This is an optimization exercise on Yosys and OpenROAD, whose aim is small area and a short achievable clock period, not a production implementation.
In this exercise RTL edits were held to simulation tests only and were not proved equivalent to the original.
Power is estimated from default activity; no workload was simulated.

==> design/flow/design.v <==
`timescale 1ns / 1ps
module judge(
	input [63:0]num,
	output [15:0] judge
    );
assign judge[0] = (num[3:0]==4'b0000)?1'b0:1'b1;	
assign judge[1] = (num[7:4]==4'b0000)?1'b0:1'b1;
assign judge[2] = (num[11:8]==4'b0000)?1'b0:1'b1;
assign judge[3] = (num[15:12]==4'b0000)?1'b0:1'b1;
assign judge[4] = (num[19:16]==4'b0000)?1'b0:1'b1;
assign judge[5] = (num[23:20]==4'b0000)?1'b0:1'b1;
assign judge[6] = (num[27:24]==4'b0000)?1'b0:1'b1;
assign judge[7] = (num[31:28]==4'b0000)?1'b0:1'b1;
assign judge[8] = (num[35:32]==4'b0000)?1'b0:1'b1;
assign judge[9] = (num[39:36]==4'b0000)?1'b0:1'b1;
assign judge[10] = (num[43:40]==4'b0000)?1'b0:1'b1;
assign judge[11] = (num[47:44]==4'b0000)?1'b0:1'b1;
assign judge[12] = (num[51:48]==4'b0000)?1'b0:1'b1;
assign judge[13] = (num[55:52]==4'b0000)?1'b0:1'b1;
assign judge[14] = (num[59:56]==4'b0000)?1'b0:1'b1;
assign judge[15] = (num[63:60]==4'b0000)?1'b0:1'b1;
endmodule
module dctl(
	input  wire [3:0] n,      
	input  wire [2:0] q,      
	input  wire [2:0] f,      
	input  wire [3:0] b3,     
	input  wire [2:0] f7,     
	output wire [9:0] pp,     
	output wire [5:0] pi,     
	output wire [3:0] occ,    
	output wire       big,    
	output wire       chg     
);
	wire h0 = q[0];
	wire t1 = h0;
	wire h1 = q[1] & ~t1;
	wire t2 = n[1] ? h1 : t1;
	wire h2 = q[2] & ~t2;
	wire t3 = n[2] ? h2 : t2;
	wire s0 = n[0] & ~(h0 & f[0]);
	wire s1 = n[1] & ~t1 & ~(h1 & f[1]);
	wire s2 = n[2] & ~t2 & ~(h2 & f[2]);
	wire s3 = n[3] & ~t3;
	wire p00 = s0, p01 = ~s0 & s1, p02 = ~s0 & ~s1 & s2, p03 = ~s0 & ~s1 & ~s2 & s3;
	wire p11 = s0 & s1, p12 = ((s0 & ~s1) | (~s0 & s1)) & s2;
	wire p13 = ((s0 & ~s1 & ~s2) | (~s0 & s1 & ~s2) | (~s0 & ~s1 & s2)) & s3;
	wire p22 = s0 & s1 & s2, p23 = ((s0 & s1 & ~s2) | (s0 & ~s1 & s2) | (~s0 & s1 & s2)) & s3;
	wire p33 = s0 & s1 & s2 & s3;
	assign pp = {p33, p23, p22 & ~h2, p13, p12 & ~h2, p11 & ~h1, p03, p02 & ~h2, p01 & ~h1, p00 & ~h0};
	assign pi = {p22 & h2, p12 & h2, p11 & h1, p02 & h2, p01 & h1, p00 & h0};
	assign occ = {p33, p22 | p23, p11 | p12 | p13, s0 | s1 | s2 | s3};
	assign big = (s0 & (b3[0] | (h0 & f7[0]))) | (s1 & (b3[1] | (h1 & f7[1]))) |
	             (s2 & (b3[2] | (h2 & f7[2]))) | (s3 & b3[3]);
	wire gap = (~n[0] & (n[1] | n[2] | n[3])) | (~n[1] & (n[2] | n[3])) | (~n[2] & n[3]);
	assign chg = gap | h0 | h1 | h2;
endmodule
module spawn(
	input  wire [15:0] em,
	input  wire [3:0]  c,       
	input  wire        changed,
	output wire [15:0] sel
);
	wire f0 = ~(|em[4:0]);
	wire f1 = ~(|em[9:5]);
	wire f2 = ~(|em[14:10]);
	wire f3 = ~em[15];
	wire g0 = changed & (c[0] | (c[1] & f1 & f2 & f3) | (c[2] & f2 & f3) | (c[3] & f3));
	wire g1 = changed & (c[1] | (c[2] & f2 & f3 & f0) | (c[3] & f3 & f0) | (c[0] & f0));
	wire g2 = changed & (c[2] | (c[3] & f3 & f0 & f1) | (c[0] & f0 & f1) | (c[1] & f1));
	wire g3 = changed & (c[3] | (c[0] & f0 & f1 & f2) | (c[1] & f1 & f2) | (c[2] & f2));
	assign sel[0]  = g0 & em[0];
	assign sel[1]  = g0 & ~em[0] & em[1];
	assign sel[2]  = g0 & ~em[0] & ~em[1] & em[2];
	assign sel[3]  = g0 & ~em[0] & ~em[1] & ~em[2] & em[3];
	assign sel[4]  = g0 & ~em[0] & ~em[1] & ~em[2] & ~em[3] & em[4];
	assign sel[5]  = g1 & em[5];
	assign sel[6]  = g1 & ~em[5] & em[6];
	assign sel[7]  = g1 & ~em[5] & ~em[6] & em[7];
	assign sel[8]  = g1 & ~em[5] & ~em[6] & ~em[7] & em[8];
	assign sel[9]  = g1 & ~em[5] & ~em[6] & ~em[7] & ~em[8] & em[9];
	assign sel[10] = g2 & em[10];
	assign sel[11] = g2 & ~em[10] & em[11];
	assign sel[12] = g2 & ~em[10] & ~em[11] & em[12];
	assign sel[13] = g2 & ~em[10] & ~em[11] & ~em[12] & em[13];
	assign sel[14] = g2 & ~em[10] & ~em[11] & ~em[12] & ~em[13] & em[14];
	assign sel[15] = g3 & em[15];
endmodule
module GameModeEazy(
input wire clk,
input wire rst,
input wire load,
input wire [63:0] load_board,
input wire [3:0]btn,
input wire [3:0]mode,
output wire [63:0] num,
output wire [15:0] judge
    );
reg [63:0] num_reg;
wire [15:0] nz;      
reg [1:0] count;
assign num = num_reg;
judge m0(.num(num),.judge(judge));
assign nz = judge;
wire [1:0] cnt_n = count + 2'd1;
wire [3:0] c1h = {cnt_n == 2'd3, cnt_n == 2'd2, cnt_n == 2'd1, cnt_n == 2'd0};
wire m3 = (mode == 4'b0011);
wire go = ~rst & ~load & m3;
wire [3:0] sd;
assign sd[0] = go & btn[0];
assign sd[1] = go & ~btn[0] & btn[1];
assign sd[2] = go & ~btn[0] & ~btn[1] & btn[2];
assign sd[3] = go & ~btn[0] & ~btn[1] & ~btn[2] & btn[3];
wire sh = ~rst & ~load & ~(m3 & (|btn));
wire sl = ~rst & load;
wire [15:0] f15, f7, b3;
wire [63:0] inc;
genvar i, l, p, d, j, k;
generate
for (i = 0; i < 16; i = i + 1) begin : cl
	assign f15[i] = &num_reg[4*i +: 4];
	assign f7[i]  = num_reg[4*i +: 4] == 4'd7;
	assign b3[i]  = num_reg[4*i + 3];
	assign inc[4*i +: 4] = num_reg[4*i +: 4] + 4'd1;
end
endgenerate
wire [63:0] tv [0:3];
wire [15:0] oc [0:3];
wire [3:0]  ch [0:3];
wire [3:0]  bg [0:3];
generate
for (l = 0; l < 8; l = l + 1) begin : pl
	localparam integer B = (l < 4) ? l : 4*(l-4);
	localparam integer S = (l < 4) ? 4 : 1;
	localparam integer DF = (l < 4) ? 0 : 2;
	localparam integer LI = (l < 4) ? l : l - 4;
	wire [3:0] c0 = num_reg[4*(B)     +: 4];
	wire [3:0] c1 = num_reg[4*(B+S)   +: 4];
	wire [3:0] c2 = num_reg[4*(B+2*S) +: 4];
	wire [3:0] c3 = num_reg[4*(B+3*S) +: 4];
	wire [3:0] n = {nz[B+3*S], nz[B+2*S], nz[B+S], nz[B]};
	wire [3:0] fl = {f15[B+3*S], f15[B+2*S], f15[B+S], f15[B]};
	wire [3:0] f7l = {f7[B+3*S], f7[B+2*S], f7[B+S], f7[B]};
	wire [3:0] b3l = {b3[B+3*S], b3[B+2*S], b3[B+S], b3[B]};
	wire [3:0] x0 = c1 | (c2 & {4{~n[1]}}) | (c3 & {4{~n[1] & ~n[2]}});
	wire [3:0] x1 = c2 | (c3 & {4{~n[2]}});
	wire E0 = n[0] & (c0 == x0);
	wire E1 = n[1] & (c1 == x1);
	wire E2 = n[2] & (c2 == c3);
	wire [2:0] qf = {E2, E1, E0};
	wire [2:0] qb = {n[1] & E0, n[2] & (n[1] ? E1 : E0), n[2] ? E2 : (n[1] ? E1 : E0)};
	wire [9:0] fpp, bpp;
	wire [5:0] fpi, bpi;
	wire [3:0] fc, bc;
	wire fch, bch, fbig, bbig;
	dctl fw(.n(n), .q(qf), .f(fl[2:0]), .b3(b3l), .f7(f7l[2:0]),
	        .pp(fpp), .pi(fpi), .occ(fc), .big(fbig), .chg(fch));
	dctl bw(.n({n[0], n[1], n[2], n[3]}), .q(qb), .f({fl[1], fl[2], fl[3]}),
	        .b3({b3l[0], b3l[1], b3l[2], b3l[3]}), .f7({f7l[1], f7l[2], f7l[3]}),
	        .pp(bpp), .pi(bpi), .occ(bc), .big(bbig), .chg(bch));
	wire [9:0] gfp = fpp,   gbp = bpp;
	wire [5:0] gfi = fpi,   gbi = bpi;
	wire [3:0] fe0 = c0, fe1 = c1, fe2 = c2, fe3 = c3;
	wire [3:0] fi0 = inc[4*B +: 4], fi1 = inc[4*(B+S) +: 4], fi2 = inc[4*(B+2*S) +: 4];
	wire [3:0] bi0 = inc[4*(B+3*S) +: 4], bi1 = inc[4*(B+2*S) +: 4], bi2 = inc[4*(B+S) +: 4];
	assign tv[DF][4*B +: 4] =
		(c0 & {4{gfp[0]}}) | (c1 & {4{gfp[1]}}) | (c2 & {4{gfp[2]}}) | (c3 & {4{gfp[3]}}) |
		(fi0 & {4{gfi[0]}}) | (fi1 & {4{gfi[1]}}) | (fi2 & {4{gfi[2]}});
	assign tv[DF][4*(B+S) +: 4] =
		(c1 & {4{gfp[4]}}) | (c2 & {4{gfp[5]}}) | (c3 & {4{gfp[6]}}) |
		(fi1 & {4{gfi[3]}}) | (fi2 & {4{gfi[4]}});
	assign tv[DF][4*(B+2*S) +: 4] =
		(c2 & {4{gfp[7]}}) | (c3 & {4{gfp[8]}}) | (fi2 & {4{gfi[5]}});
	assign tv[DF][4*(B+3*S) +: 4] = c3 & {4{gfp[9]}};
	assign tv[DF+1][4*(B+3*S) +: 4] =
		(c3 & {4{gbp[0]}}) | (c2 & {4{gbp[1]}}) | (c1 & {4{gbp[2]}}) | (c0 & {4{gbp[3]}}) |
		(bi0 & {4{gbi[0]}}) | (bi1 & {4{gbi[1]}}) | (bi2 & {4{gbi[2]}});
	assign tv[DF+1][4*(B+2*S) +: 4] =
		(c2 & {4{gbp[4]}}) | (c1 & {4{gbp[5]}}) | (c0 & {4{gbp[6]}}) |
		(bi1 & {4{gbi[3]}}) | (bi2 & {4{gbi[4]}});
	assign tv[DF+1][4*(B+S) +: 4] =
		(c1 & {4{gbp[7]}}) | (c0 & {4{gbp[8]}}) | (bi2 & {4{gbi[5]}});
	assign tv[DF+1][4*B +: 4] = c0 & {4{gbp[9]}};
	for (p = 0; p < 4; p = p + 1) begin : pos
		assign oc[DF][B+p*S]   = fc[p];
		assign oc[DF+1][B+p*S] = bc[3-p];
	end
	wire mg = E0 | E1 | E2;
	assign ch[DF][LI]   = mg | (~n[0] & (n[1] | n[2] | n[3])) | (~n[1] & (n[2] | n[3])) | (~n[2] & n[3]);
	assign ch[DF+1][LI] = mg | (~n[3] & (n[2] | n[1] | n[0])) | (~n[2] & (n[1] | n[0])) | (~n[1] & n[0]);
	assign bg[DF][LI]   = fbig;
	assign bg[DF+1][LI] = fbig;
end
endgenerate
wire [15:0] sp_sel [0:3];
wire [3:0] bgd;
generate
for (d = 0; d < 4; d = d + 1) begin : dir
	spawn sp(.em(~oc[d]), .c(c1h), .changed(|ch[d]), .sel(sp_sel[d]));
	assign bgd[d] = |bg[d];
end
endgenerate
wire [15:0] sel = (sp_sel[0] & {16{sd[0]}}) | (sp_sel[1] & {16{sd[1]}}) | (sp_sel[2] & {16{sd[2]}}) | (sp_sel[3] & {16{sd[3]}});
wire big = |(bgd & sd);
wire [63:0] nxt;
wire [15:0] nzl;
generate
for (i = 0; i < 16; i = i + 1) begin : nx
	assign nxt[4*i +: 4] = (tv[0][4*i +: 4] & {4{sd[0]}}) | (tv[1][4*i +: 4] & {4{sd[1]}}) |
	                       (tv[2][4*i +: 4] & {4{sd[2]}}) | (tv[3][4*i +: 4] & {4{sd[3]}}) |
	                       (num_reg[4*i +: 4] & {4{sh}}) | (load_board[4*i +: 4] & {4{sl}}) |
	                       {2'b00, sel[i] & big, sel[i] & ~big} |
	                       {3'b000, rst & (i == 1 || i == 15)};
	assign nzl[i] = |load_board[4*i +: 4];
end
endgenerate
always @(posedge clk) begin
	num_reg <= nxt;
	if (rst) count <= 2'b00;
	else if (~load & m3) count <= cnt_n;
end
endmodule
==> design/flow/flow/run.sh <==
#!/bin/bash
# The standard layout (standard.sh: the standard synthesis and ORFS
# flow, unchanged), with these flow settings changed:
#  - SETUP_SLACK_MARGIN=20: the timing repair steps aim for a setup slack
#    margin well above zero, so the layout is optimised for speed rather
#    than only for the (loose) clock period; the SDC is the design's own;
#  - CORE_UTILIZATION=42: a smaller core, for shorter wires;
#  - every input and output port still gets a buffer, but a buf_1 cell
#    rather than the resizer's default pick (a slow delay buffer); the
#    timing repair may upsize it.
# The full tool output goes to standard.log in this folder.
set -uo pipefail
bash standard.sh SETUP_SLACK_MARGIN=20 CORE_UTILIZATION=48 REMOVE_ABC_BUFFERS=1 \
  "BUFFER_PORTS_ARGS=-buffer_cell sky130_fd_sc_hd__buf_1" finish > standard.log 2>&1
==> design/flow/standard.sh <==
#!/bin/bash
# synth_recipe.tcl (not shown) runs the flow's synth.tcl, then flattens the netlist and writes it again
# the make line also repeats each setting of config.mk as NAME=value (left out here)
make -C /OpenROAD-flow-scripts/flow DESIGN_CONFIG=/design/flow/config.mk WORK_HOME=/design/flow/orfs CLKGATE_MAP_FILE= SYNTH_SCRIPT=/design/flow/synth_recipe.tcl "${@:-finish}"
==> design/flow/config.mk <==
export PLATFORM = sky130hd
export DESIGN_NAME = GameModeEazy
export DESIGN_NICKNAME = GameModeEazy
export VERILOG_FILES = /design/flow/design.v
export SDC_FILE = /design/flow/constraint.sdc
export NUM_CORES = 4
export LEC_CHECK = 0
export CAP_MARGIN = 20
export CORE_MARGIN = 2
export CORE_UTILIZATION = 30
export GPL_ROUTABILITY_DRIVEN = 1
export SLEW_MARGIN = 20
==> design/flow/constraint.sdc <==
create_clock -name core_clock -period 28.0 [get_ports {clk}]
set_input_delay 5.6000 -clock core_clock [delete_from_list [all_inputs] [get_ports {clk}]]
set_output_delay 5.6000 -clock core_clock [all_outputs]
set_load 0.01 [all_outputs]
==> impl_metrics.yaml, run 1 <==
cells_and_area:
  layout-drive-gt1-share_pct: 10.2
  layout.cells.non_filler: 3415
  post-route-util_pct: 52.9
  largest_register_ffs: 64
  finalNetCount: 3057
  area_growth_pct: 9.46
  multiInputGateArea_um2: 16000
  layout.cell_area.non_filler_um2: 20400
  register_area_um2: 1330
  nFillCells: 4009
grt:
  grt_max_degree: 63
  grt_pass1_vias: 24300
  grt_usage_pct: 54.5
  antenna_found_initial: 6
  overflow: 0
  met3_usage_pct: 26.6
  use_met2_pct: 76.5
  top_usage_layer: "met2"
  grt_pass1_wl_um: 163000
  met1_usage_pct: 64.4
synthesis:
  syn_area_per_cell_um2: 6.57
  ys_warn_count: 1
  async_flop_share_pct: 0
  yosysSeqAreaShare_pct: 7.10
  postSynthCellCount: 2833
  syn-cell-area_um2: 18600
  synth_top_area_share_pct: 7.10
  synth-edff-count: 0
  synth_area_leader_cell: "dfxtp_1"
  synth_cell_types: 107
  ys_top_cells_by_area: "dfxtp_1 7.1%, ha_1 6.2%, nand2_1 5.9%, xnor2_1 5.9%, o21ai_0 5.5%"
  synthFlopType: "dfxtp_1"
  yosys_register_bits: 66
sta:
  layout_setup_ws_ps: 19960
  relSlewSlack_pct: 12.4
  drv_slew: 0
  rsz0062_at_grt: "no"
  tightest_slew_ps: 1310
  setup_tns_ps: 0
  fin_crit_ps: 8040
  fmax_mhz: 124
  period_share_pct: 28.7
  fin_skew_ps: 14.5
  setup_viol: 0
  hold_viol_final: 0
  hold_ws_ps: 537
critical_path:
  max_stage_delay_ps: 600
  crit_type: "register to primary output"
  critPathSlowestCell: "dfxtp_2"
  crit_arrival_ps: 2440
  critPathRequiredTime_ps: 22400
  endpoint_kind: "primary output"
  crit_chain: "clkinvlp_4 -> ha_2 -> nor3b_2 -> buf_6 -> clkinv_2 -> buf_1"
  startpoint_type: "register"
  path_max_fanout: 21
power:
  leakage_nw: 7.35
  cellPowerDensity_nw_per_um2: 47.6
  total_power_mw: 0.969
  irDropWorstVdd_uv: 38.7
routing:
  wire_per_inst_um: 33.8
  routed_wl_um: 115000
  drt_iter0_markers: 5660
  route.vias.total: 26500
  drtPass1Iterations: 12
  vias_per_cell: 7.76
  drc_errors: 0
  postRouteAntennaNets: 0
floorplanning:
  rows: 72
  start_util_pct: 48.4
  fp.dieArea_um2: 40300
  die_x_um: 201
  ioPinCount: 155
  die-height_um: 201
  core_area_um2: 38500
placement:
  routabilityCongestion: 1.14
  hpwlAfterDp_um: 86400
  place_inst: 3379
  placed_cell_area_um2: 19800
  pre_cts_ws_ps: 18750
  port_buffers: 154
cts:
  cts_buffers: 9
  cts.path.max_buffers: 2
  cts_root_buf: "clkbuf_16"
  cts_max_level: 3
  clock-sinks: 66
  hold_buffers: 0
  insertion_delay_ps: 410
  cts_tree: "yes"
  path_clk_slew_ps: 60
hold_path:
  min_path_type: "register to register"
outcome:
  status: "finished clean"
flow_run:
  cap_violations: 0
==> cells by family after synthesis <==
| logic type | Yosys count | share of synthesized area (%) |
|---|---|---|
| AND/OR/NAND/NOR | 1101 | 30.2 |
| AO/OA/AOI/OAI | 982 | 37.6 |
| buffers and inverters | 362 | 7.72 |
| XOR/XNOR | 187 | 8.81 |
| adder cells (fa/ha/maj) | 92 | 6.19 |
| flip-flops | 66 | 7.10 |
| multiplexers | 43 | 2.39 |
==> layout by cell type, fill, tap and decap left out, types with 32 or more instances in the layout <==
cell and count:
a221oi_1 60, dfxtp_1 62, a22oi_1 51, buf_1 154, xnor2_1 125, nand3_1 119, o221ai_1 32, a222oi_1 62
a31oi_1 42, o21ai_0 203, and3_1 34, nor3_1 84, o211ai_1 33, or2_2 52, o22ai_1 64, buf_4 120
inv_1 115, ha_1 89, xor2_1 62, nor2_1 250, nand2_1 293, a21oi_1 162
==> routing by layer <==
metal / wire [um] / vias up / part of all wire, %
met2: 45300 / 2667 / 39
met5: 69 / - / 0.060
met4: 10300 / 10 / 9.0
met3: 20000 / 731 / 17
li1: - / 10900 / -
met1: 39800 / 12200 / 34
==> worst max-delay path, delay by kind of cell (launching register included) <==
kind / cells / cell delay, ps
buffers and inverters: 4 / 850
flip-flops: 1 / 600
adder cells (fa/ha/maj): 1 / 360
AND/OR/NAND/NOR: 1 / 200
==> path summary, 6_finish.rpt <==
check / cells after the start / end / slack, ps / start
max: 6 / judge[6] / 19960 / num_reg[24]
min: 2 / count[1] / 540 / count[1]
max reg2reg: 18 / num_reg[13] / 21220 / num_reg[32]
min reg2reg: 2 / count[1] / 540 / count[1]
==> synthesized netlist by cell type (all sizes together) (22+ instances only) <==
cell      n
nor4     31
nand2   294
o211ai   35
and2     35
o22ai    65
clkbuf  167
dfxtp    66
or2      55
o21ai   215
a221oi   62
or3      22
xnor2   125
nor3     87
a211oi   25
a31oi    45
and3     35
ha       92
nand2b   22
xor2     62
nand3   121
nor2    251
nand4    31
a222oi   62
mux2i    31
o221ai   34
a22oi    51
a21oi   165
inv     122
buf      66
==> where the power goes <==
group | switching, mW | total, mW | internal, mW | leakage, nW
Clock | 0.0597 | 0.132 | 0.0721 | 0.152
Combinational | 0.518 | 0.731 | 0.213 | 6.65
Sequential | 0.00582 | 0.106 | 0.100 | 0.546
Total | 0.584 | 0.969 | 0.385 | 7.35
==> final cells by class <==
class | count | share of cell area, %
repair buffers | 278 | 7.56
inverters | 129 | 2.49
clock inverters | 1 | 0.0246
multi-input cells | 2406 | 78.7
flip-flops and latches | 66 | 6.51
diodes | 2 | 0.0246
clock buffers | 15 | 1.46
well taps | 518 | 3.18
==> timing repair <==
action                                  in CTS  in global routing
endpoints found under the setup margin      39                 28
cloned                                       1                  0
pin swaps                                    2                  1
gates resized for setup                     23                 14
buffers inserted                             3                 14
==> run 2, diff against run 1 <==
--- a/design/flow/flow/run.sh
+++ b/design/flow/flow/run.sh
@@ -10,5 +10,5 @@
 #    timing repair may upsize it.
 # The full tool output goes to standard.log in this folder.
 set -uo pipefail
-bash standard.sh SETUP_SLACK_MARGIN=20 CORE_UTILIZATION=48 REMOVE_ABC_BUFFERS=1 \
+bash standard.sh SETUP_SLACK_MARGIN=21 CORE_UTILIZATION=42 REMOVE_ABC_BUFFERS=1 \
   "BUFFER_PORTS_ARGS=-buffer_cell sky130_fd_sc_hd__buf_1" finish > standard.log 2>&1
==> impl_metrics.yaml, run 2 <==
outcome:
  status: "finished clean"
floorplanning:
  rows: 77
  die-height_um: 214
  core_area_um2: 43900
  ioPinCount: 155
  start_util_pct: 42.3
  die_x_um: 214
  fp.dieArea_um2: 46000
flow_run:
  cap_violations: 0
sta:
  fmax_mhz: 134
  fin_crit_ps: 7440
  tightest_slew_ps: 1220
  setup_tns_ps: 0
  rsz0062_at_grt: "yes"
  period_share_pct: 26.6
  setup_viol: 0
  fin_skew_ps: 11.8
  layout_setup_ws_ps: 20560
  drv_slew: 0
  relSlewSlack_pct: 18.2
  hold_viol_final: 0
critical_path:
  reg2reg_slack_ps: 21160
  critPathRequiredTime_ps: 28290
  max_stage_delay_ps: 450
  worst-path-buf-inv: 5
  timing.critical_path.mode_cell: "buf_6"
  critical_path.top_delay_family: "compound AO/OA/AOI/OAI gates"
  crit_arrival_ps: 7720
  crit_path_start: "mode[2]"
  reg2reg_depth: 19
  crit_end: "num_reg[5]"
  r2r-start: "num_reg[33]"
  path_max_fanout: 8
  startpoint_type: "primary input"
  critPathSlowestCell: "a222oi_1"
  r2r-end: "num_reg[13]"
  crit_chain: "buf_1 -> nor2_1 -> nand3_2 -> buf_4 -> buf_6 -> o21ai_2 -> buf_6 -> buf_12 -> o21ai_4 -> a222oi_1 -> o21ai_0 -> a211o_1"
  endpoint_kind: "register"
  crit_type: "primary input to register"
  crit_cells: 12
routing:
  drc_errors: 0
  drtPass1Iterations: 10
  wire_per_inst_um: 35.6
  drt_iter0_markers: 5505
  route.vias.total: 27600
  routed_wl_um: 131000
  postRouteAntennaNets: 0
  vias_per_cell: 7.52
cells_and_area:
  layout-drive-gt1-share_pct: 21.3
  layout.cells.non_filler: 3676
  layout.cell_area.non_filler_um2: 23800
  register_area_um2: 1370
  nFillCells: 4417
  area_growth_pct: 28.1
  multiInputGateArea_um2: 16900
  largest_register_ffs: 64
  finalNetCount: 3243
  layout_commonest_cell: "nand2_1"
  final_cell_mix: "289 x nand2_1, 243 x nor2_1, 217 x buf_4"
power:
  cellPowerDensity_nw_per_um2: 44.7
  leakage_nw: 8.81
  irDropWorstVdd_uv: 28.3
  total_power_mw: 1.06
hold_path:
  min_path_type: "register to register"
cts:
  path_clk_slew_ps: 70
  clock-sinks: 66
  cts_tree: "yes"
  hold_buffers: 0
  cts_root_buf: "clkbuf_16"
  cts.path.max_buffers: 2
  cts_buffers: 9
  cts_max_level: 3
  insertion_delay_ps: 400
synthesis:
  yosysMostFrequentCell: "nand2_1"
  synth_top_family_by_area: "compound AO/OA/AOI/OAI gates"
  synth_top_cells_by_count: "294 x nand2_1, 250 x nor2_1, 204 x o21ai_0, 167 x clkbuf_1, 163 x a21oi_1"
  ys_warn_count: 1
  yosys_register_bits: 66
  synthFlopType: "dfxtp_1"
  synth_cell_types: 107
  synth_area_leader_cell: "dfxtp_1"
  syn-cell-area_um2: 18600
  postSynthCellCount: 2833
  synth_xor_area_share_pct: 8.81
  synthAdderAreaFrac_pct: 6.19
  ys_top_cells_by_area: "dfxtp_1 7.1%, ha_1 6.2%, nand2_1 5.9%, xnor2_1 5.9%, o21ai_0 5.5%"
  synth_compound_area_share_pct: 37.6
  synth_top_area_share_pct: 7.10
  syn_area_per_cell_um2: 6.57
  synthMuxAreaShare_pct: 2.39
  synth-edff-count: 0
  yosysSeqAreaShare_pct: 7.10
  async_flop_share_pct: 0
  synthSimpleGateAreaFrac_pct: 30.2
grt:
  grt_usage_pct: 53.2
  antenna_found_initial: 6
  grt_pass1_wl_um: 179000
  top_usage_layer: "met2"
  overflow: 0
  met3_usage_pct: 24.8
  grt_pass1_vias: 25100
  use_met2_pct: 75.6
  met1_usage_pct: 63.9
  grt_max_degree: 63
placement:
  hpwlAfterDp_um: 92600
  port_buffers: 154
  place_inst: 3460
  placed_cell_area_um2: 19900
  pre_cts_ws_ps: 19180
  routabilityCongestion: 1.09
-- run 2: cell types whose count changed in the layout (fill, tap and decap cells not counted), sizes merged --
cell      delta
buf        +174
bufbuf       +4
bufinv       +1
clkbuf       +5
clkinv       +4
clkinvlp     +6
diode        +2
inv         -10
nand3        -1
o21a         +1
o22a         +1
-- run 2: cell type report --
| type | instances | share of cell area [%] |
|---|---|---|
| Clock buffer | 13 | 1.13 |
| Inverter | 129 | 2.91 |
| Timing Repair Buffer | 463 | 16.0 |
| Tap cell | 592 | 3.11 |
| Multi-Input combinational cell | 2407 | 71.0 |
| Clock inverter | 2 | 0.147 |
| Sequential cell | 66 | 5.74 |
| Antenna cell | 4 | 0.0420 |
-- run 2: cells by family after synthesis --
logic type      count (synthesis)
simple gates                 1101
flops                          66
fa+ha+maj                      92
compound gates                982
xor+xnor                      187
buf+inv                       362
mux                            43
-- run 2: power breakdown --
part	internal, mW	switching, mW
sequential	0.100	0.00617
clock	0.0757	0.0583
combinational	0.257	0.567
-- run 2: routing by layer --
layer	routed length, um	part of all wire (%)	vias up
li1	-	-	11300
met1	46100	35	12900
met2	51100	39	2734
met3	21700	17	769
met4	11800	9.1	4
met5	107	0.082	-
-- run 2: timing repair --
item,CTS,global route
endpoints found under the setup margin,81,81
pin swaps,60,45
gates cloned,10,5
setup buffers,136,46
gates resized for setup,416,86
-- run 2: worst min-delay path by stage --
stage / startpoint / to / slack [ps] / depth (start not counted)
after floorplan: count[1] / count[1] / 480 / 2
after global placement: count[1] / count[1] / 510 / 2
after detailed placement: count[1] / count[1] / 520 / 2
after CTS: count[1] / count[1] / 530 / 2
after global routing: count[1] / count[1] / 590 / 2
final: count[1] / count[1] / 530 / 2
-- run 2: per-stage QoR --
step | utilization, % | hold slack (ps)
final | 54.2 | 530
after global routing | 54.2 | 588
after CTS | 52.3 | 532
after detailed placement | 45.3 | 520
after global placement | 45.2 | 512
after floorplan | - | 481
-- run 2: tightest hold or removal path: stages (launching register included) --
cell and delay (ps):
dfxtp_1 340, o21ai_0 80, a21oi_1 60
==> run 3, diff against run 2 <==
--- a/design/flow/flow/run.sh
+++ b/design/flow/flow/run.sh
@@ -10,5 +10,5 @@
 #    timing repair may upsize it.
 # The full tool output goes to standard.log in this folder.
 set -uo pipefail
-bash standard.sh SETUP_SLACK_MARGIN=21 CORE_UTILIZATION=42 REMOVE_ABC_BUFFERS=1 \
+bash standard.sh SETUP_SLACK_MARGIN=20.3 CORE_UTILIZATION=42 REMOVE_ABC_BUFFERS=1 \
   "BUFFER_PORTS_ARGS=-buffer_cell sky130_fd_sc_hd__buf_1" finish > standard.log 2>&1
==> impl_metrics.yaml, run 3 <==
outcome:
  status: "finished clean"
cts:
  clock-sinks: 66
  insertion_delay_ps: 410
  cts_root_buf: "clkbuf_16"
  cts_buffers: 9
  path_clk_slew_ps: 70
  cts_max_level: 3
  cts.path.max_buffers: 2
  cts_tree: "yes"
synthesis:
  synth_cell_types: 107
  synth_top_family_by_area: "compound AO/OA/AOI/OAI gates"
  yosysSeqAreaShare_pct: 7.10
  synthMuxAreaShare_pct: 2.39
  synthSimpleGateAreaFrac_pct: 30.2
  synth_area_leader_cell: "dfxtp_1"
  synth_top_area_share_pct: 7.10
  postSynthCellCount: 2833
  synth_top_cells_by_count: "294 x nand2_1, 250 x nor2_1, 204 x o21ai_0, 167 x clkbuf_1, 163 x a21oi_1"
  syn-cell-area_um2: 18600
  yosys_register_bits: 66
  synth_compound_area_share_pct: 37.6
  syn_area_per_cell_um2: 6.57
  synthAdderAreaFrac_pct: 6.19
  synthFlopType: "dfxtp_1"
  async_flop_share_pct: 0
  ys_top_cells_by_area: "dfxtp_1 7.1%, ha_1 6.2%, nand2_1 5.9%, xnor2_1 5.9%, o21ai_0 5.5%"
  yosysMostFrequentCell: "nand2_1"
  synth-edff-count: 0
  synth_xor_area_share_pct: 8.81
  ys_warn_count: 1
floorplanning:
  die-height_um: 214
  die_x_um: 214
  rows: 77
  fp.dieArea_um2: 46000
  start_util_pct: 42.3
  ioPinCount: 155
  core_area_um2: 43900
critical_path:
  critPathRequiredTime_ps: 22400
  r2r-end: "num_reg[13]"
  worst-path-buf-inv: 5
  endpoint_kind: "primary output"
  startpoint_type: "register"
  path_max_fanout: 12
  reg2reg_slack_ps: 21110
  max_stage_delay_ps: 290
  crit_path_start: "num_reg[25]"
  critical_path.top_delay_family: "buffers and inverters"
  crit_arrival_ps: 2120
  crit_chain: "buf_4 -> inv_1 -> ha_4 -> nor3b_4 -> buf_6 -> clkinv_4 -> buf_1"
  crit_end: "judge[6]"
  critPathSlowestCell: "dfxtp_1"
  reg2reg_depth: 20
  r2r-start: "num_reg[17]"
  crit_cells: 7
  crit_type: "register to primary output"
routing:
  postRouteAntennaNets: 0
  routed_wl_um: 121000
  vias_per_cell: 7.55
  drc_errors: 0
  route.vias.total: 26400
  wire_per_inst_um: 34.7
  drt_iter0_markers: 4773
  drtPass1Iterations: 9
sta:
  fin_skew_ps: 15.3
  fmax_mhz: 130
  drv_slew: 0
  rsz0062_at_grt: "yes"
  period_share_pct: 27.6
  relSlewSlack_pct: 17.9
  tightest_slew_ps: 1220
  hold_viol_final: 0
  setup_viol: 0
  fin_crit_ps: 7720
  setup_tns_ps: 0
cells_and_area:
  area_growth_pct: 11.4
  largest_register_ffs: 64
  final_cell_mix: "293 x nand2_1, 250 x nor2_1, 201 x o21ai_0"
  multiInputGateArea_um2: 16100
  register_area_um2: 1330
  post-route-util_pct: 47.2
  finalNetCount: 3067
  layout.cells.non_filler: 3501
  layout-drive-gt1-share_pct: 10.9
  nFillCells: 4707
  layout.cell_area.non_filler_um2: 20700
  layout_commonest_cell: "nand2_1"
grt:
  grt_usage_pct: 50.2
  antenna_found_initial: 3
  grt_pass1_vias: 23900
  grt_pass1_wl_um: 169000
  grt_max_degree: 63
  overflow: 0
hold_path:
  min_path_type: "register to register"
  hold_depth: 2
flow_run:
  cap_violations: 0
placement:
  place_inst: 3460
  port_buffers: 154
  routabilityCongestion: 1.09
  placed_cell_area_um2: 19900
  hpwlAfterDp_um: 92600
power:
  cellPowerDensity_nw_per_um2: 47.9
  irDropWorstVdd_uv: 28.1
  leakage_nw: 7.45
  total_power_mw: 0.992
run 3: changes by cell type in the layout (fill, tap and decap cells not counted), sizes merged:
cell / delta
diode: +1
clkinv: -4
bufbuf: -4
buf: -165
o22a: -1
inv: +9
clkinvlp: -5
o21a: -1
clkbuf: -5
run 3: what timing repair did:
| action | CTS | global route |
|---|---|---|
| endpoints found under the setup margin | 59 | 37 |
| hold buffers | 0 | 0 |
| buffers inserted | 9 | 10 |
| pin swaps | 2 | 5 |
| gates cloned | 0 | 2 |
| gates resized for setup | 62 | 28 |
run 3: cells by family (layout without fill, tap and decap cells):
kind of cell | Yosys count | after routing
XOR/XNOR | 187 | 187
AND/OR/NAND/NOR | 1101 | 1101
adder cells (fa/ha/maj) | 92 | 92
flip-flops | 66 | 66
buffers and inverters | 362 | 433
multiplexers | 43 | 43
AO/OA/AOI/OAI | 982 | 982
other | 0 | 5
run 3: metrics by stage:
stage                     setup slack, ps  hold slack, ps
after floorplan                     19140             481
after global placement              19230             512
after detailed placement            19180             520
after CTS                           20300             532
after global routing                20230             590
final                               20280             532
run 3: worst min-delay path by stage:
| stage | from | end | slack, ps |
|---|---|---|---|
| after floorplan | count[1] | count[1] | 480 |
| after global placement | count[1] | count[1] | 510 |
| after detailed placement | count[1] | count[1] | 520 |
| after CTS | count[1] | count[1] | 530 |
| after global routing | count[1] | count[1] | 590 |
| final | count[1] | count[1] | 530 |
run 3: worst reg2reg max path, stage by stage (launching register included):
cell	delay, ps
dfxtp_1	310
buf_4	210
inv_1	160
ha_1	270
nor3b_2	220
buf_6	130
buf_4	320
o22ai_1	160
xnor2_1	440
or4_1	590
o211ai_1	270
inv_1	140
ha_1	450
nand2_1	90
a211oi_1	810
nand4_1	460
o41ai_1	680
nand3_1	230
or4b_1	630
o311ai_4	120
a211o_1	170
run 3: layout make-up:
cell class,instances,share of cell area (%)
Sequential cell,66,6.39
Antenna cell,5,0.0604
Clock buffer,13,1.30
Tap cell,592,3.57
Inverter,129,2.59
Multi-Input combinational cell,2405,77.8
Clock inverter,2,0.169
Timing Repair Buffer,289,8.10
run 3: metal layers:
layer | up-vias | wire, um | global-route usage (%)
met1 | 12400 | 44300 | 61.0
met3 | 635 | 18800 | 21.5
li1 | 10900 | - | -
met4 | 2 | 9790 | 31.8
met2 | 2535 | 48500 | 72.2
met5 | - | 13 | 0
run 3: report_power, final:
part           switching (mW)  internal [mW]  total [mW]
sequential            0.00533          0.100       0.105
clock                  0.0582         0.0757       0.134
combinational           0.534          0.219       0.753
total                   0.597          0.394       0.992
==> run 4, diff against run 3 <==
--- a/design/flow/flow/run.sh
+++ b/design/flow/flow/run.sh
@@ -10,5 +10,5 @@
 #    timing repair may upsize it.
 # The full tool output goes to standard.log in this folder.
 set -uo pipefail
-bash standard.sh SETUP_SLACK_MARGIN=20.3 CORE_UTILIZATION=42 REMOVE_ABC_BUFFERS=1 \
+bash standard.sh SETUP_SLACK_MARGIN=20.6 CORE_UTILIZATION=42 REMOVE_ABC_BUFFERS=1 \
   "BUFFER_PORTS_ARGS=-buffer_cell sky130_fd_sc_hd__buf_1" finish > standard.log 2>&1
==> impl_metrics.yaml, run 4 <==
outcome:
  status: "finished clean"
synthesis:
  postSynthCellCount: 2833
  yosysMostFrequentCell: "nand2_1"
  ys_warn_count: 1
  synth_top_area_share_pct: 7.10
  ys_top_cells_by_area: "dfxtp_1 7.1%, ha_1 6.2%, nand2_1 5.9%, xnor2_1 5.9%, o21ai_0 5.5%"
  synth_area_leader_cell: "dfxtp_1"
  syn_area_per_cell_um2: 6.57
  synth-edff-count: 0
  yosysSeqAreaShare_pct: 7.10
  async_flop_share_pct: 0
  synth_top_cells_by_count: "294 x nand2_1, 250 x nor2_1, 204 x o21ai_0, 167 x clkbuf_1, 163 x a21oi_1"
  synthFlopType: "dfxtp_1"
  synth_cell_types: 107
  syn-cell-area_um2: 18600
  yosys_register_bits: 66
floorplanning:
  core_area_um2: 43900
  fp.dieArea_um2: 46000
  ioPinCount: 155
  start_util_pct: 42.3
  die_x_um: 214
  die-height_um: 214
  rows: 77
critical_path:
  critPathSlowestCell: "a221o_1"
  crit_arrival_ps: 7700
  critPathRequiredTime_ps: 28290
  path_max_fanout: 8
  crit_chain: "buf_2 -> nor3_4 -> buf_4 -> and3b_1 -> buf_12 -> buf_12 -> a221o_1 -> a222oi_1 -> o21ai_0 -> a21o_1"
  crit_type: "primary input to register"
  endpoint_kind: "register"
  startpoint_type: "primary input"
  timing.critical_path.mode_cell: "buf_12"
  max_stage_delay_ps: 430
  worst-path-buf-inv: 4
  critical_path.top_delay_family: "compound AO/OA/AOI/OAI gates"
power:
  clockPowerShare_pct: 13.3
  internal_power_mw: 0.408
  leakage_nw: 7.84
  seq_power_share_pct: 10.4
  swShare_pct: 59.8
  p_sw_mw: 0.608
  p_comb_share_pct: 76.3
  irDropWorstVdd_uv: 30.6
  cellPowerDensity_nw_per_um2: 47.0
placement:
  place_inst: 3460
  routabilityCongestion: 1.09
  port_buffers: 154
  pre_cts_ws_ps: 19180
  hpwlAfterDp_um: 92600
sta:
  rsz0062_at_grt: "yes"
  layout_setup_ws_ps: 20590
  drv_slew: 0
  hold_ws_ps: 532
  fin_crit_ps: 7410
  hold_viol_final: 0
  setup_tns_ps: 0
  period_share_pct: 26.4
  setup_viol: 0
  relSlewSlack_pct: 17.5
  tightest_slew_ps: 1230
  fmax_mhz: 135
  fin_skew_ps: 16.6
cts:
  cts_tree: "yes"
  cts_max_level: 3
  cts_buffers: 9
  hold_buffers: 0
  cts_root_buf: "clkbuf_16"
  insertion_delay_ps: 410
  path_clk_slew_ps: 70
  clock-sinks: 66
  cts.path.max_buffers: 2
routing:
  route.vias.total: 26600
  wire_per_inst_um: 34.7
  routed_wl_um: 123000
  drc_errors: 0
  drt_iter0_markers: 4848
  vias_per_cell: 7.50
  postRouteAntennaNets: 0
  drtPass1Iterations: 9
cells_and_area:
  layout-drive-gt1-share_pct: 14.2
  post-route-util_pct: 49.2
  largest_register_ffs: 64
  layout_commonest_cell: "nand2_1"
  area_growth_pct: 16.3
  layout.cells.non_filler: 3552
  final_cell_mix: "293 x nand2_1, 247 x nor2_1, 198 x o21ai_0"
  finalNetCount: 3121
hold_path:
  min_path_type: "register to register"
grt:
  top_usage_layer: "met2"
  grt_max_degree: 63
  grt_usage_pct: 51.0
  grt_pass1_wl_um: 172000
  antenna_found_initial: 3
  overflow: 0
  met3_usage_pct: 21.1
  met1_usage_pct: 62.4
  grt_pass1_vias: 24400
  use_met2_pct: 73.8
flow_run:
  cap_violations: 0
[run 4: cell count changes in the layout (fill, tap and decap cells not counted), sizes merged]
cell      change
bufbuf        +1
diode         -3
clkbuf        +1
inv           -6
clkinv        +1
clkinvlp      +5
buf          +52
[run 4: cell type report]
class                      count  area [um2]
multi-input combinational   2405       16300
sequential                    66        1340
tap                          592         741
clock inverter                 2        35.0
inverter                     129         601
clock buffer                  13         270
timing repair buffer         343        2300
fill                        4648       22300
antenna                        2        5.00
[run 4: kinds of logic (layout without fill, tap and decap cells)]
kind of cell / Yosys count / after routing / share of synthesized area, %
muxes: 43 / 43 / 2.39
and+or+nand+nor: 1101 / 1101 / 30.2
AOI/OAI and AO/OA: 982 / 982 / 37.6
xor gates and xnor gates: 187 / 187 / 8.81
other: 0 / 2 / 0
DFF: 66 / 66 / 7.10
buffers and inverters: 362 / 487 / 7.72
adders and majority gates: 92 / 92 / 6.19
[run 4: layer usage]
metal	up-vias	part of all wire [%]
met1	12500	36
met4	2	7.6
met3	587	16
met5	-	0.0097
li1	11000	-
met2	2484	40
[run 4: final timing paths]
path / slack [ps] / cells after the start / startpoint / endpoint
setup / recovery: 20590 / 10 / rst / num_reg[1]
hold / removal: 530 / 2 / count[1] / count[1]
setup reg to reg: 21170 / 20 / num_reg[17] / num_reg[13]
hold reg to reg: 530 / 2 / count[1] / count[1]
[run 4: through the flow]
| stage | total power, mW | cell area, um2 |
|---|---|---|
| 2_1_floorplan | 0.530 | 17600 |
| 3_3_place_gp | 0.790 | 19900 |
| 3_5_place_dp | 0.791 | 19900 |
| 4_1_cts | 0.951 | 21200 |
| 5_1_grt | 1.04 | 21600 |
| 6_report | 1.02 | 21600 |
[run 4: worst min-delay path, delay by kind of cell, from the launching register on]
| kind | cells | cell delay [ps] |
|---|---|---|
| AOI/OAI and AO/OA | 2 | 140 |
| DFF | 1 | 340 |
[run 4: what timing repair did]
| action | 4_1_cts | 5_1_grt |
|---|---|---|
| pin swaps | 14 | 11 |
| gates resized for setup | 168 | 46 |
| cloned | 4 | 0 |
| buffers inserted | 41 | 30 |
| endpoints found under the setup margin | 77 | 55 |
[run 4: power groups by stage]
stage / clock, mW / sequential (mW) / combinational [mW]
2_1_floorplan: 0 / 0.127 / 0.404
3_3_place_gp: 0 / 0.107 / 0.683
3_5_place_dp: 0 / 0.107 / 0.684
4_1_cts: 0.132 / 0.105 / 0.714
5_1_grt: 0.136 / 0.106 / 0.798
6_report: 0.135 / 0.106 / 0.775
==> run 5, diff against run 4 <==
--- a/design/flow/flow/run.sh
+++ b/design/flow/flow/run.sh
@@ -10,5 +10,5 @@
 #    timing repair may upsize it.
 # The full tool output goes to standard.log in this folder.
 set -uo pipefail
-bash standard.sh SETUP_SLACK_MARGIN=20.6 CORE_UTILIZATION=42 REMOVE_ABC_BUFFERS=1 \
+bash standard.sh SETUP_SLACK_MARGIN=20.4 CORE_UTILIZATION=42 REMOVE_ABC_BUFFERS=1 \
   "BUFFER_PORTS_ARGS=-buffer_cell sky130_fd_sc_hd__buf_1" finish > standard.log 2>&1
==> impl_metrics.yaml, run 5 <==
sta:
  layout_setup_ws_ps: 20390
  rsz0062_at_grt: "no"
  fmax_mhz: 131
  tightest_slew_ps: 1260
  hold_viol_final: 0
  relSlewSlack_pct: 15.6
  setup_viol: 0
  fin_skew_ps: 14.0
  period_share_pct: 27.2
  setup_tns_ps: 0
  fin_crit_ps: 7610
  drv_slew: 0
grt:
  grt_usage_pct: 50.5
  grt_max_degree: 63
  grt_pass1_wl_um: 171000
  antenna_found_initial: 4
  overflow: 0
  grt_pass1_vias: 24100
floorplanning:
  die-height_um: 214
  rows: 77
  core_area_um2: 43900
  die_x_um: 214
  ioPinCount: 155
  start_util_pct: 42.3
  fp.dieArea_um2: 46000
routing:
  routed_wl_um: 122000
  drt_iter0_markers: 4878
  wire_per_inst_um: 34.7
  vias_per_cell: 7.55
  postRouteAntennaNets: 0
  drc_errors: 0
  drtPass1Iterations: 11
  route.vias.total: 26600
critical_path:
  startpoint_type: "register"
  max_stage_delay_ps: 370
  crit_chain: "inv_1 -> ha_1 -> and2_0 -> buf_4 -> inv_1 -> buf_8 -> buf_1"
  critPathSlowestCell: "dfxtp_1"
  crit_type: "register to primary output"
  path_max_fanout: 13
  timing.critical_path.mode_cell: "inv_1"
  worst-path-buf-inv: 5
  crit_arrival_ps: 2010
  endpoint_kind: "primary output"
  critPathRequiredTime_ps: 22400
  critical_path.top_delay_family: "buffers and inverters"
synthesis:
  postSynthCellCount: 2833
  synth-edff-count: 0
  synth_compound_area_share_pct: 37.6
  yosysMostFrequentCell: "nand2_1"
  synth_cell_types: 107
  synthSimpleGateAreaFrac_pct: 30.2
  synthAdderAreaFrac_pct: 6.19
  synth_area_leader_cell: "dfxtp_1"
  ys_top_cells_by_area: "dfxtp_1 7.1%, ha_1 6.2%, nand2_1 5.9%, xnor2_1 5.9%, o21ai_0 5.5%"
  yosys_register_bits: 66
  syn-cell-area_um2: 18600
  synthFlopType: "dfxtp_1"
  synthMuxAreaShare_pct: 2.39
  async_flop_share_pct: 0
  synth_xor_area_share_pct: 8.81
  synth_top_area_share_pct: 7.10
  yosysSeqAreaShare_pct: 7.10
  ys_warn_count: 1
  synth_top_family_by_area: "compound AO/OA/AOI/OAI gates"
  synth_top_cells_by_count: "294 x nand2_1, 250 x nor2_1, 204 x o21ai_0, 167 x clkbuf_1, 163 x a21oi_1"
  syn_area_per_cell_um2: 6.57
outcome:
  status: "finished clean"
cells_and_area:
  layout-drive-gt1-share_pct: 12.3
  largest_register_ffs: 64
  layout_commonest_cell: "nand2_1"
  final_cell_mix: "293 x nand2_1, 250 x nor2_1, 200 x o21ai_0"
  area_growth_pct: 13.2
  finalNetCount: 3085
placement:
  port_buffers: 154
  pre_cts_ws_ps: 19180
  routabilityCongestion: 1.09
  hpwlAfterDp_um: 92600
flow_run:
  cap_violations: 0
power:
  swShare_pct: 60.2
  seq_power_share_pct: 10.6
  irDropWorstVdd_uv: 32.5
  p_sw_mw: 0.601
  p_comb_share_pct: 75.9
  clockPowerShare_pct: 13.5
  leakage_nw: 7.58
  internal_power_mw: 0.397
  total_power_mw: 0.998
  cellPowerDensity_nw_per_um2: 47.4
cts:
  path_clk_slew_ps: 70
  clock-sinks: 66
  cts_buffers: 9
  cts_max_level: 3
  cts_tree: "yes"
  insertion_delay_ps: 410
  cts.path.max_buffers: 2
  cts_root_buf: "clkbuf_16"
  hold_buffers: 0
hold_path:
  min_path_type: "register to register"
==> run 5: cell types whose count changed in the layout (fill, tap and decap cells not counted), moves of 5 or more <==
cell,previous run,this run
buf_1,145,151
buf_12,13,6
buf_2,9,4
buf_4,146,127
buf_6,22,14
inv_1,93,104
==> run 5: cells by family (layout without fill, tap and decap cells) <==
logic type / after synthesis / in the layout
flip-flops: 66 / 66
buffers and inverters: 362 / 451
AO/OA/AOI/OAI: 982 / 982
XOR/XNOR: 187 / 187
AND/OR/NAND/NOR: 1101 / 1101
multiplexers: 43 / 43
adder cells (fa/ha/maj): 92 / 92
other: 0 / 3
==> run 5: final cells by class <==
class / count / area, um2
clock inverters: 2 / 35.0
fillers: 4685 / 22900
flip-flops and latches: 66 / 1330
inverters: 129 / 558
clock buffers: 13 / 270
well taps: 592 / 741
diodes: 3 / 7.51
multi-input cells: 2405 / 16200
repair buffers: 307 / 1880
==> run 5: power by group through the flow <==
stage / Sequential [mW] / Clock, mW / Combinational (mW)
after global routing: 0.106 / 0.137 / 0.782
after CTS: 0.105 / 0.132 / 0.702
after global placement: 0.107 / 0 / 0.683
after detailed placement: 0.107 / 0 / 0.684
final: 0.105 / 0.135 / 0.758
after floorplan: 0.127 / 0 / 0.404
==> run 5: metal layers <==
metal / part of all wire [%] / vias up / global-route usage (%)
met5: 0.047 / - / 0.729
met4: 7.4 / 4 / 31.3
met3: 15 / 586 / 21.7
met2: 41 / 2559 / 73.3
met1: 37 / 12500 / 61.1
li1: - / 10900 / -
==> run 5: what timing repair did <==
action | CTS | global route
endpoints found under the setup margin | 63 | 43
setup buffers | 18 | 19
gates cloned | 2 | 0
pin swaps | 6 | 14
resized for setup | 90 | 47
==> run 5: worst paths after layout <==
| kind | start | end | slack [ps] | depth (start not counted) |
|---|---|---|---|---|
| max | num_reg[12] | judge[3] | 20390 | 7 |
| min | count[1] | count[1] | 540 | 2 |
| max reg2reg | num_reg[17] | num_reg[13] | 21360 | 20 |
| min reg2reg | count[1] | count[1] | 540 | 2 |
==> run 5: worst reg2reg max path: cells and delay by family (launching register included) <==
kind | cells | cell delay, ps
adder cells (fa/ha/maj) | 2 | 660
flip-flops | 1 | 300
XOR/XNOR | 1 | 460
AO/OA/AOI/OAI | 6 | 2070
AND/OR/NAND/NOR | 6 | 2160
buffers and inverters | 5 | 930
==> run 5: through the flow <==
stage	utilization (%)	instances	cell area, um2	hold slack [ps]
6_report	47.9	3517	21100	538
5_1_grt	47.9	3515	21100	590
4_1_cts	47.1	3495	20700	532
3_5_place_dp	45.3	3460	19900	520
3_3_place_gp	45.2	3460	19900	512
2_1_floorplan	-	2600	17600	481
==> run 6, diff against run 5 <==
--- a/design/flow/flow/run.sh
+++ b/design/flow/flow/run.sh
@@ -10,5 +10,5 @@
 #    timing repair may upsize it.
 # The full tool output goes to standard.log in this folder.
 set -uo pipefail
-bash standard.sh SETUP_SLACK_MARGIN=20.4 CORE_UTILIZATION=42 REMOVE_ABC_BUFFERS=1 \
+bash standard.sh SETUP_SLACK_MARGIN=20.5 CORE_UTILIZATION=42 REMOVE_ABC_BUFFERS=1 \
   "BUFFER_PORTS_ARGS=-buffer_cell sky130_fd_sc_hd__buf_1" finish > standard.log 2>&1
==> impl_metrics.yaml, run 6 <==
outcome:
  status: "finished clean"
critical_path:
  crit_arrival_ps: 1910
  crit_type: "register to primary output"
  path_max_fanout: 13
  critPathRequiredTime_ps: 22400
  endpoint_kind: "primary output"
  startpoint_type: "register"
synthesis:
  synth_area_leader_cell: "dfxtp_1"
  syn-cell-area_um2: 18600
  yosysMostFrequentCell: "nand2_1"
  yosys_register_bits: 66
  synth-edff-count: 0
  async_flop_share_pct: 0
  yosysSeqAreaShare_pct: 7.10
  postSynthCellCount: 2833
  ys_top_cells_by_area: "dfxtp_1 7.1%, ha_1 6.2%, nand2_1 5.9%, xnor2_1 5.9%, o21ai_0 5.5%"
  ys_warn_count: 1
  synth_top_area_share_pct: 7.10
  syn_area_per_cell_um2: 6.57
  synth_top_cells_by_count: "294 x nand2_1, 250 x nor2_1, 204 x o21ai_0, 167 x clkbuf_1, 163 x a21oi_1"
  synthFlopType: "dfxtp_1"
  synth_cell_types: 107
grt:
  overflow: 0
  grt_pass1_wl_um: 171000
  grt_pass1_vias: 24100
  grt_max_degree: 63
  grt_usage_pct: 50.6
  antenna_found_initial: 3
cells_and_area:
  final_cell_mix: "293 x nand2_1, 248 x nor2_1, 198 x o21ai_0"
  layout-drive-gt1-share_pct: 13.2
  finalNetCount: 3097
  area_growth_pct: 14.8
  layout.cells.non_filler: 3528
  layout_commonest_cell: "nand2_1"
  largest_register_ffs: 64
floorplanning:
  ioPinCount: 155
  start_util_pct: 42.3
  die-height_um: 214
  core_area_um2: 43900
  die_x_um: 214
  fp.dieArea_um2: 46000
  rows: 77
routing:
  drc_errors: 0
  vias_per_cell: 7.48
  wire_per_inst_um: 34.7
  postRouteAntennaNets: 0
  drt_iter0_markers: 4819
  drtPass1Iterations: 14
  routed_wl_um: 122000
  route.vias.total: 26400
power:
  leakage_nw: 7.69
  irDropWorstVdd_uv: 31.7
  cellPowerDensity_nw_per_um2: 47.2
sta:
  relSlewSlack_pct: 11.5
  fin_skew_ps: 14.7
  setup_viol: 0
  period_share_pct: 26.8
  rsz0062_at_grt: "yes"
  fmax_mhz: 133
  hold_viol_final: 0
  fin_crit_ps: 7510
  setup_tns_ps: 0
  tightest_slew_ps: 1320
  drv_slew: 0
placement:
  place_inst: 3460
  port_buffers: 154
  routabilityCongestion: 1.09
  hpwlAfterDp_um: 92600
cts:
  hold_buffers: 0
  cts_root_buf: "clkbuf_16"
  clock-sinks: 66
  cts_tree: "yes"
  cts_max_level: 3
  cts.path.max_buffers: 2
  cts_buffers: 9
  insertion_delay_ps: 410
  path_clk_slew_ps: 70
flow_run:
  cap_violations: 0
hold_path:
  min_path_type: "register to register"
-- run 6: cell counts after synthesis --
No cell type changed its count.
-- run 6: final timing paths --
kind / depth (start not counted) / startpoint / slack, ps / endpoint
min reg2reg: 2 / count[1] / 530 / count[1]
min: 2 / count[1] / 530 / count[1]
max reg2reg: 20 / num_reg[16] / 21210 / num_reg[13]
max: 7 / num_reg[12] / 20490 / judge[3]
-- run 6: timing repair --
item / 4_1_cts / 5_1_grt
cloned: 2 / 1
pin swaps: 10 / 14
gates resized for setup: 124 / 61
setup buffers: 26 / 22
setup endpoints to repair: 75 / 50
-- run 6: logic make-up after synthesis --
logic type,count (synthesis),share of synthesized area (%)
fa+ha+maj,92,6.19
buf+inv,362,7.72
xor+xnor,187,8.81
flops,66,7.10
mux,43,2.39
simple gates,1101,30.2
compound gates,982,37.6
-- run 6: metal layers --
metal | track usage, % | vias to the layer above | wire [um]
met4 | 31.7 | 0 | 9240
met3 | 20.9 | 559 | 18700
met1 | 61.8 | 12400 | 44900
li1 | - | 11000 | -
met2 | 73.5 | 2468 | 49700
met5 | 0 | - | 0
-- run 6: power breakdown --
| group | internal, mW | total, mW | switching, mW |
|---|---|---|---|
| combinational | 0.226 | 0.767 | 0.540 |
| clock | 0.0757 | 0.135 | 0.0594 |
| sequential | 0.100 | 0.106 | 0.00579 |
| total | 0.402 | 1.01 | 0.605 |
-- run 6: cell type report --
class                      count  area [um2]
timing repair buffer         319        2050
clock inverter                 2        35.0
multi-input combinational   2405       16300
sequential                    66        1330
inverter                     129         579
antenna                        2        5.00
clock buffer                  13         270
fill                        4655       22600
tap                          592         741
-- run 6: critical path, cell delays in order (launching register included) --
cell,delay (ps)
dfxtp_1,370
inv_1,120
ha_1,220
and2_0,130
buf_4,220
inv_2,120
buf_12,170
buf_2,150
-- run 6: metrics by stage --
stage	setup WS, ps	cell area (um2)	power (mW)	utilization (%)	hold slack, ps
after floorplan	19140	17600	0.530	-	481
after global routing	20440	21300	1.03	48.6	590
after detailed placement	19180	19900	0.791	45.3	520
final	20490	21300	1.01	48.6	534
after global placement	19230	19900	0.790	45.2	512
after CTS	20500	20900	0.943	47.5	532
==> run 7, diff against run 6 <==
--- a/design/flow/flow/run.sh
+++ b/design/flow/flow/run.sh
@@ -10,5 +10,5 @@
 #    timing repair may upsize it.
 # The full tool output goes to standard.log in this folder.
 set -uo pipefail
-bash standard.sh SETUP_SLACK_MARGIN=20.5 CORE_UTILIZATION=42 REMOVE_ABC_BUFFERS=1 \
+bash standard.sh SETUP_SLACK_MARGIN=20.3 CORE_UTILIZATION=42 \
   "BUFFER_PORTS_ARGS=-buffer_cell sky130_fd_sc_hd__buf_1" finish > standard.log 2>&1
==> impl_metrics.yaml, run 7 <==
outcome:
  status: "finished clean"
sta:
  drv_slew: 0
  period_share_pct: 27.6
  fin_crit_ps: 7720
  fmax_mhz: 130
  hold_viol_final: 0
  relSlewSlack_pct: 16.1
  setup_viol: 0
  rsz0062_at_grt: "yes"
  hold_ws_ps: 528
  setup_tns_ps: 0
  fin_skew_ps: 16.3
  tightest_slew_ps: 1260
  layout_setup_ws_ps: 20280
synthesis:
  ys_top_cells_by_area: "dfxtp_1 7.1%, ha_1 6.2%, nand2_1 5.9%, xnor2_1 5.9%, o21ai_0 5.5%"
  synth_top_area_share_pct: 7.10
  ys_warn_count: 1
  yosysSeqAreaShare_pct: 7.10
  synth_area_leader_cell: "dfxtp_1"
  synth_cell_types: 107
  synthFlopType: "dfxtp_1"
  syn-cell-area_um2: 18600
  yosysMostFrequentCell: "nand2_1"
  async_flop_share_pct: 0
  postSynthCellCount: 2833
  syn_area_per_cell_um2: 6.57
  synth_top_cells_by_count: "294 x nand2_1, 250 x nor2_1, 204 x o21ai_0, 167 x clkbuf_1, 163 x a21oi_1"
  yosys_register_bits: 66
  synth-edff-count: 0
floorplanning:
  start_util_pct: 42.3
  core_area_um2: 43900
  ioPinCount: 155
  die_x_um: 214
  rows: 77
  die-height_um: 214
  fp.dieArea_um2: 46000
routing:
  wire_per_inst_um: 34.1
  drc_errors: 0
  routed_wl_um: 119000
  vias_per_cell: 7.49
  drt_iter0_markers: 5029
  postRouteAntennaNets: 0
  route.vias.total: 26200
  drtPass1Iterations: 10
cts:
  insertion_delay_ps: 390
  hold_buffers: 0
  path_clk_slew_ps: 60
  cts_buffers: 9
  cts.path.max_buffers: 2
  cts_max_level: 3
  cts_root_buf: "clkbuf_16"
  clock-sinks: 66
  cts_tree: "yes"
grt:
  antenna_found_initial: 3
  overflow: 0
  grt_usage_pct: 49.3
  grt_pass1_wl_um: 168000
  grt_max_degree: 63
  grt_pass1_vias: 23900
power:
  total_power_mw: 0.968
  leakage_nw: 7.48
  cellPowerDensity_nw_per_um2: 46.5
  irDropWorstVdd_uv: 27.5
placement:
  routabilityCongestion: 1.10
  port_buffers: 154
  place_inst: 3453
  hpwlAfterDp_um: 90400
  placed_cell_area_um2: 19900
  pre_cts_ws_ps: 19540
cells_and_area:
  area_growth_pct: 12.0
  layout_commonest_cell: "nand2_1"
  layout-drive-gt1-share_pct: 11.6
  finalNetCount: 3072
  post-route-util_pct: 47.4
  layout.cell_area.non_filler_um2: 20800
  layout.cells.non_filler: 3504
  final_cell_mix: "293 x nand2_1, 250 x nor2_1, 197 x o21ai_0"
  largest_register_ffs: 64
hold_path:
  min_path_type: "register to register"
critical_path:
  startpoint_type: "primary input"
  critPathRequiredTime_ps: 28310
  endpoint_kind: "register"
  path_max_fanout: 18
  crit_type: "primary input to register"
  crit_arrival_ps: 8030
flow_run:
  cap_violations: 0
==> run 7: worst max-delay path, cell delays in order <==
cell,delay (ps)
buf_1,70
nor2_1,110
nand3_2,140
nor3_4,350
and3_1,260
buf_12,220
and2_1,240
nand3_1,220
a2111oi_4,370
a311oi_1,180
o21ai_1,230
==> run 7: worst paths after layout <==
| path | end | cells past startpoint | start | slack (ps) |
|---|---|---|---|---|
| max | num_reg[53] | 11 | mode[2] | 20280 |
| min | count[1] | 2 | count[1] | 530 |
| max reg2reg | num_reg[12] | 18 | num_reg[32] | 21430 |
| min reg2reg | count[1] | 2 | count[1] | 530 |
==> run 7: cell families after synthesis <==
family | count (synthesis) | share of synthesized area [%]
compound gates | 982 | 37.6
xor+xnor | 187 | 8.81
fa+ha+maj | 92 | 6.19
buf+inv | 362 | 7.72
flops | 66 | 7.10
mux | 43 | 2.39
simple gates | 1101 | 30.2
==> run 7: timing repair <==
| action | 4_1_cts | 5_1_grt |
|---|---|---|
| setup buffers | 12 | 19 |
| gates resized for setup | 62 | 51 |
| endpoints found under the hold margin | 0 | 0 |
| pin swaps | 2 | 5 |
| cloned | 0 | 2 |
| endpoints found under the setup margin | 37 | 47 |
==> run 7: power by group <==
part	switching [mW]	internal (mW)	leakage, nW
Sequential	0.00760	0.100	0.548
Clock	0.0540	0.0642	0.132
Combinational	0.524	0.219	6.80
==> run 7: final cells by class <==
cell class	instances	area [um2]
Antenna cell	3	7.51
Clock buffer	13	260
Clock inverter	2	12.5
Fill cell	4656	23100
Inverter	129	536
Multi-Input combinational cell	2405	16200
Sequential cell	66	1340
Tap cell	592	741
Timing Repair Buffer	294	1760
==> run 7: routing by layer <==
metal	track usage, %	up-vias	routed length [um]
met3	16.0	585	16800
li1	-	10900	-
met1	61.6	12400	44600
met2	71.5	2341	47600
met5	0.625	-	0
met4	33.8	0	10400
==> run 8, diff against run 7 <==
--- a/design/flow/flow/run.sh
+++ b/design/flow/flow/run.sh
@@ -10,5 +10,5 @@
 #    timing repair may upsize it.
 # The full tool output goes to standard.log in this folder.
 set -uo pipefail
-bash standard.sh SETUP_SLACK_MARGIN=20.3 CORE_UTILIZATION=42 \
+bash standard.sh SETUP_SLACK_MARGIN=20 CORE_UTILIZATION=42 \
   "BUFFER_PORTS_ARGS=-buffer_cell sky130_fd_sc_hd__buf_1" finish > standard.log 2>&1
==> impl_metrics.yaml, run 8 <==
outcome:
  status: "finished clean"
power:
  internal_power_mw: 0.384
  total_power_mw: 0.973
  cellPowerDensity_nw_per_um2: 47.8
  leakage_nw: 7.30
  swShare_pct: 60.5
  p_comb_share_pct: 75.3
  irDropWorstVdd_uv: 26.3
  clockPowerShare_pct: 13.5
  seq_power_share_pct: 11.2
  p_sw_mw: 0.589
floorplanning:
  die_x_um: 214
  ioPinCount: 155
  rows: 77
  core_area_um2: 43900
  start_util_pct: 42.3
  die-height_um: 214
  fp.dieArea_um2: 46000
cts:
  cts_max_level: 3
  path_clk_slew_ps: 70
  cts.path.max_buffers: 2
  cts_buffers: 9
  hold_buffers: 0
  clock-sinks: 66
  cts_tree: "yes"
  cts_root_buf: "clkbuf_16"
  insertion_delay_ps: 410
critical_path:
  critPathRequiredTime_ps: 22400
  crit_cells: 6
  endpoint_kind: "primary output"
  crit_arrival_ps: 2420
  crit_end: "judge[10]"
  reg2reg_depth: 20
  crit_chain: "inv_2 -> ha_2 -> nor3b_2 -> buf_4 -> clkinvlp_4 -> buf_1"
  r2r-end: "num_reg[61]"
  max_stage_delay_ps: 440
  crit_path_start: "num_reg[41]"
  startpoint_type: "register"
  r2r-start: "num_reg[52]"
  worst-path-buf-inv: 4
  crit_type: "register to primary output"
  reg2reg_slack_ps: 21230
  critPathSlowestCell: "dfxtp_2"
  critical_path.top_delay_family: "buffers and inverters"
  path_max_fanout: 22
cells_and_area:
  post-route-util_pct: 46.3
  nFillCells: 4757
  area_growth_pct: 9.44
  layout.cell_area.non_filler_um2: 20400
  finalNetCount: 3050
  final_cell_mix: "293 x nand2_1, 250 x nor2_1, 203 x o21ai_0"
  largest_register_ffs: 64
  layout-drive-gt1-share_pct: 9.97
  layout_commonest_cell: "nand2_1"
sta:
  period_share_pct: 28.6
  drv_slew: 0
  relSlewSlack_pct: 21.2
  hold_ws_ps: 568
  rsz0062_at_grt: "yes"
  setup_viol: 0
  hold_viol_final: 0
  tightest_slew_ps: 1180
  fmax_mhz: 125
  setup_tns_ps: 0
  fin_crit_ps: 8020
  fin_skew_ps: 11.3
routing:
  drc_errors: 0
  drtPass1Iterations: 8
  vias_per_cell: 7.44
  postRouteAntennaNets: 0
  route.vias.total: 25900
  wire_per_inst_um: 34.6
  drt_iter0_markers: 4658
  routed_wl_um: 121000
synthesis:
  yosysMostFrequentCell: "nand2_1"
  synth-edff-count: 0
  synthFlopType: "dfxtp_1"
  yosys_register_bits: 66
  yosysSeqAreaShare_pct: 7.10
  synth_cell_types: 107
  ys_top_cells_by_area: "dfxtp_1 7.1%, ha_1 6.2%, nand2_1 5.9%, xnor2_1 5.9%, o21ai_0 5.5%"
  synth_top_area_share_pct: 7.10
  synth_area_leader_cell: "dfxtp_1"
  syn-cell-area_um2: 18600
  syn_area_per_cell_um2: 6.57
  synth_top_cells_by_count: "294 x nand2_1, 250 x nor2_1, 204 x o21ai_0, 167 x clkbuf_1, 163 x a21oi_1"
  ys_warn_count: 1
  async_flop_share_pct: 0
  postSynthCellCount: 2833
hold_path:
  min_path_type: "register to register"
grt:
  antenna_found_initial: 2
  grt_usage_pct: 50.0
  overflow: 0
  grt_pass1_vias: 24000
  grt_pass1_wl_um: 169000
  grt_max_degree: 40
placement:
  port_buffers: 154
  hpwlAfterDp_um: 92200
  routabilityCongestion: 1.10
  placed_cell_area_um2: 19900
flow_run:
  cap_violations: 0
## run 8: cell counts after synthesis
No cell type changed its count.
## run 8: worst min-delay path by stage
stage	cells past startpoint	slack, ps	to	start
detailed placement	2	550	count[1]	count[1]
floorplan	2	480	count[1]	count[1]
finish	2	570	count[1]	count[1]
global route	2	610	count[1]	count[1]
CTS	2	560	count[1]	count[1]
global placement	2	530	count[1]	count[1]
## run 8: tightest hold or removal path: cells and delay by family (launching register included)
family / cells / cell delay [ps]
DFF: 1 / 350
AOI/OAI and AO/OA: 2 / 170
## run 8: layout make-up
type	instances	area, um2	share of cell area (%)
timing repair buffer	272	1480	7.25
inverter	129	513	2.52
clock inverter	1	5.00	0.0246
tap	592	741	3.64
sequential	66	1330	6.54
antenna	1	2.50	0.0123
multi-input combinational	2405	16000	78.6
clock buffer	15	298	1.46
## run 8: logic make-up (layout without fill, tap and decap cells)
logic type,after synthesis,after routing,synth area share [%]
adder cells (fa/ha/maj),92,92,6.19
flip-flops,66,66,7.10
XOR/XNOR,187,187,8.81
AND/OR/NAND/NOR,1101,1101,30.2
multiplexers,43,43,2.39
buffers and inverters,362,417,7.72
AO/OA/AOI/OAI,982,982,37.6
other,0,1,0
## run 8: metrics by stage
step	setup WS, ps	instances
after floorplan	20150	2833
after global placement	19510	3459
after detailed placement	19460	3459
after CTS	19750	3476
after global routing	19940	3480
final	19980	3481
## run 8: routing by layer
metal	track usage, %	part of all wire (%)
met5	0	0.0066
met4	34.3	8.2
met3	17.4	15
met2	71.6	40
met1	62.5	37
## run 8: power groups by stage
stage	Sequential, mW	Combinational (mW)	Clock, mW
2_1_floorplan	0.111	0.437	0
3_3_place_gp	0.110	0.678	0
3_5_place_dp	0.110	0.680	0
4_1_cts	0.108	0.684	0.129
5_1_grt	0.109	0.758	0.133
6_report	0.109	0.733	0.132
## run 8: what timing repair did
action,in CTS,in global routing
pin swaps,0,1
gates resized for setup,17,21
endpoints found under the setup margin,16,19
endpoints found under the hold margin,0,0
setup buffers,1,4

## what the ideal ports hide
How much do the figures lean on ideal ports? The routed layouts below were timed once more, with nothing changed but the port constraints. Step 1, drivers: a clkbuf_16 drives clk and a buf_2 each remaining input, both assumed. Step 2 times the ports against the registers' clock, not the clock port: input delays grow and output delays shrink by t, the midpoint of the rising clock arrivals with the driver on. a / b / c = ideal ports / drivers / drivers and shift; a / b = the first two.
| run | shift t [ns] | setup WS [ns] |
|---|---|---|
| run 1 | 0.461 | 19.957 / 19.902 / 19.619 |
| run 2 | 0.457 | 20.562 / 20.599 / 20.142 |
| run 3 | 0.456 | 20.283 / 20.226 / 19.935 |
| run 4 | 0.458 | 20.594 / 20.558 / 20.168 |
| run 5 | 0.461 | 20.387 / 20.328 / 20.030 |
| run 6 | 0.454 | 20.490 / 20.436 / 20.092 |
| run 7 | 0.436 | 20.280 / 20.241 / 19.867 |
| run 8 | 0.464 | 19.980 / 19.923 / 19.575 |
After both steps every run listed still meets setup and hold.
